This design comes from an exercise in tuning for small area, a short achievable clock period and few clock cycles per item on the open sky130 flow, not from production work.

## rev 12
## main
module main (
    input wire [15:0] v, x,
    input wire clk, reset, start,
    output wire done,
    output wire [15:0] final_result
);
    reg [2:0] ph;
    reg done_r;
    reg [14:0] X2;
    reg [13:0] T;
    reg [15:0] F;
    wire [20:0] p85  = {X2, 6'b0} + {X2, 4'b0} + {X2, 2'b0} + X2 + (X2[0] ? 21'd85 : 21'd0);
    wire [17:0] p17  = {T, 4'b0} + T + 18'd511;
    wire [17:0] p9   = {T, 3'b0} + T;
    wire [18:0] p23  = {T, 4'b0} + {T, 2'b0} + {T, 1'b0} + T + 19'd2047;
    wire [13:0] accm = F[13:0] - T;
    reg [13:0] A;
    reg [15:0] B;
    reg rnd;
    always @(*) begin
        A = x[13:0]; B = {{2{x[13]}}, x[13:0]}; rnd = 1'b0;
        case (ph)
            3'd1: begin A = {4'b0, p85[20:11]}; B = {1'b0, X2}; end
            3'd2: begin A = {5'b0, p17[17:9]};  B = {1'b0, X2}; rnd = 1'b1; end
            3'd3: begin A = {8'b0, p9[14:9]};   B = {1'b0, X2}; end
            3'd4: begin A = {11'b0, p23[13:11]}; B = {1'b0, X2}; rnd = 1'b1; end
            3'd5: begin A = accm; B = v; end
            default: ;
        endcase
    end
    wire [15:0] Ph;
    bmul mul (.a(A), .b(B), .rnd(rnd), .p(Ph));
    wire [26:0] P = {Ph, 11'b0};
    wire add = (ph == 3'd2) || (ph == 3'd4);
    wire [13:0] m1 = X2[14:1] + X2[0];
    wire [13:0] acc_a = (ph == 3'd1) ? 14'd2048 : F[13:0];
    wire [13:0] acc_b = (ph == 3'd1) ? m1 : T;
    wire [13:0] acc_n = add ? acc_a + acc_b : acc_a - acc_b;
    always @(posedge clk) begin
        if (reset) begin
            ph <= 3'd0;
            done_r <= 1'b0;
        end else begin
            case (ph)
                3'd0: if (start) begin ph <= 3'd1; done_r <= 1'b0; end
                3'd5: begin ph <= 3'd0; done_r <= 1'b1; end
  ...
Size: about 1,800 cells after synthesis, ~49 flip-flops, ~52 I/O pins, roughly 0.014 mm2 of cells after synthesis.
Settings: LEC_CHECK=0, CAP_MARGIN=20, CORE_MARGIN=2, CORE_UTILIZATION=40, SLEW_MARGIN=20; clock period 13.0 ns.
run.sh (not shown) runs the stock make flow with config.mk's settings and CLKGATE_MAP_FILE= SYNTH_SCRIPT=/design/flow/synth_recipe.tcl, a recipe that flattens the netlist after the stock synthesis.
[inputs] rev 13 vs rev 12
diff --git a/flow/config.mk b/flow/config.mk
--- a/flow/config.mk
+++ b/flow/config.mk
@@ -7,2 +7,3 @@
 export LEC_CHECK = 0
+export ABC_AREA = 1
 export CAP_MARGIN = 20
==> run notes <==
Compared with rev 12, in rev 13 standard-cell row count shows a reduction of 1; post-layout instance area went down by about 5%. Compared with rev 12, rev 13 shows routed wire length that has gone down by more than 10%.
Function was not checked in any run of this note: the RTL went through the layout flow alone.

Another version of the RTL of main (not shown whole).
For scale: ~1,800 cells after synthesis, ~52 I/O pins.
clock: 13.0 ns
lec_check: 0
abc_area: 1
cap_margin: 20
core_margin: 2
core_utilization: 40
setup_slack_margin: 5
slew_margin: 20
The starting point finished clean.
Edit:
--- a/flow/config.mk
+++ b/flow/config.mk
@@ -13,0 +14 @@
+export TNS_END_PERCENT = 5
Hold slack is about the same.
Maximum frequency falls by 3.0%.
Register-to-register slack degrades by 0.14 ns.
Critical path depth decreases by 16.
Core utilization went down by 1.3 points.
Setup slack got worse by 0.24 ns.
Wire length went down by 0.72%.
Count of clock-buffer cells in the layout stays the same.
First-iteration DRC count increases by 16%.
Global-route usage stays flat.
Edit:
--- a/flow/config.mk
+++ b/flow/config.mk
@@ -12 +12 @@
-export SETUP_SLACK_MARGIN = 5
+export SETUP_SLACK_MARGIN = 3.5
@@ -14 +13,0 @@
-export TNS_END_PERCENT = 5
Result: Cell count fell by 2.7%. Via count fell by about 4%. Clock skew barely changes. Clock-buffer cell count is unchanged. First-iteration DRC count fell by 11%.
Function was not checked in any run of this note: the RTL went through the layout flow alone.

## job 4262
main, a different RTL version from the one above (not shown whole).
For scale: roughly 1400 cells after synthesis, ~52 I/O pins, roughly 12000 um2 of cells after synthesis.
Settings: LEC_CHECK=0, CAP_MARGIN=20, CORE_MARGIN=2, CORE_UTILIZATION=40, SLEW_MARGIN=20; clock period 13.0 ns.
--- input diff job 4262..job 8413 ---
Settings: putting ABC_AREA at 1 where nothing was set; putting SETUP_SLACK_MARGIN at 5 where nothing was set.
## What came out
- Job 8413 completed every stage of the flow, and the final layout passed the timing, design-rule and antenna checks.
- Comparing shortest period the worst path allows for job 4262 and job 8413, the smaller number came from job 8413.
- Job 4262 has a higher biggest fanout along the worst timing path than job 8413.
- Job 4262 has a lower net count of the mapped netlist than job 8413.
- Re first-pass GRT wire length: job 4262 was lower than job 8413.
### job 8413 -> job 4804
Settings: ABC_AREA removed (was 1).
Findings:
- Compare job 4804 and job 8413 | distinct cell type count of the synthesized netlist lower: job 8413
- Side by side, worst hold slack across all endpoints turned out higher in job 4804 than in job 8413.
- In job 4804 relative to job 8413, detailed route wirelength on metal3 had gone down by more than 10%.
- Per the comparison of job 4804 with job 8413, final area higher; global-route wire length before repair moved up; detailed-route wire length on metal 1 saw an increase; number of buffers outside the clock class in the layout went up by about 16%.
- Compared job 4804 vs job 8413, and compound-cell area share of the yosys netlist is up in job 4804.
- Compared job 4804 against job 8413; final setup skew within noise.
- Job 4804 vs job 8413, highest-delay cell along the critical path: fa_1 vs fa_2
Edits applied to the flow inputs when going from job 4804 to job 6591:
Settings: clearing SETUP_SLACK_MARGIN, which used to be 5; putting ABC_AREA at 1 where nothing was set.
Results
- Wire length of the first global-routing pass, job 6591 and job 4804: lower on job 6591
- [diff] worst setup slack, job 6591 relative to job 4804: regression
- [compare] base=job 4804 new=job 6591: critical path depth increased by 5 relative to the old numbers.
- For width of the chip, job 4804 and job 6591 come out practically identical.
- Diff job 6591..job 4804 | overall overflow remaining after global route | unchanged
- Job 4804 -> job 6591: number of distinct library cell variants in the gate-level netlist after synthesis decreased by more than a quarter
No functional check of the RTL was part of any run of this note.

## static timing again, ports no longer ideal
The flow's constraints put no driver on any port. The routed layouts listed below were extracted and timed again, unchanged, in two steps. Step 1 (the two cells are an assumption about what drives the block):
set clk [get_ports {clk}]
set_driving_cell -lib_cell sky130_fd_sc_hd__clkbuf_16 $clk
set_driving_cell -lib_cell sky130_fd_sc_hd__buf_2 [delete_from_list [all_inputs] $clk]
Step 2 adds t to the input delays and takes it off the output delays; t is the mean of the earliest and latest rising clock arrival at the registers after step 1. Input paths then give back, and output paths get back, about the clock's delay inside the block. a / b / c = ideal / step 1 / step 2; a / b = the first two.
| run | shift t [ns] | setup slack, ns | latest minus earliest clock arrival (ns) |
|---|---|---|---|
| rev 12 | 0.346 | 2.528 / 2.528 / 2.286 | 0.005 / 0.005 |
| rev 13 | 0.350 | 2.811 / 2.811 / 2.657 | 0.009 / 0.009 |
| the first run of note 2 | 0.331 | 5.158 / 5.158 / 4.864 | 0.003 / 0.003 |
| the second run of note 2 | 0.331 | 4.915 / 4.927 / 4.596 | 0.005 / 0.006 |
| the third run of note 2 | 0.330 | 4.104 / 4.104 / 3.895 | 0.003 / 0.004 |
| job 4262 | 0.351 | 2.488 / 2.488 / 2.488 | 0.008 / 0.008 |
| job 8413 | 0.336 | 4.242 / 4.242 / 3.967 | 0.010 / 0.010 |
| job 4804 | 0.345 | 4.302 / 4.302 / 4.018 | 0.010 / 0.010 |
| job 6591 | 0.338 | 3.024 / 3.024 / 2.885 | 0.009 / 0.008 |
After both steps setup and hold are still met in every run listed. For the second run of note 2, which loses most, drivers alone change the setup slack by +0.012 ns; drivers and shift together by -0.319 ns.
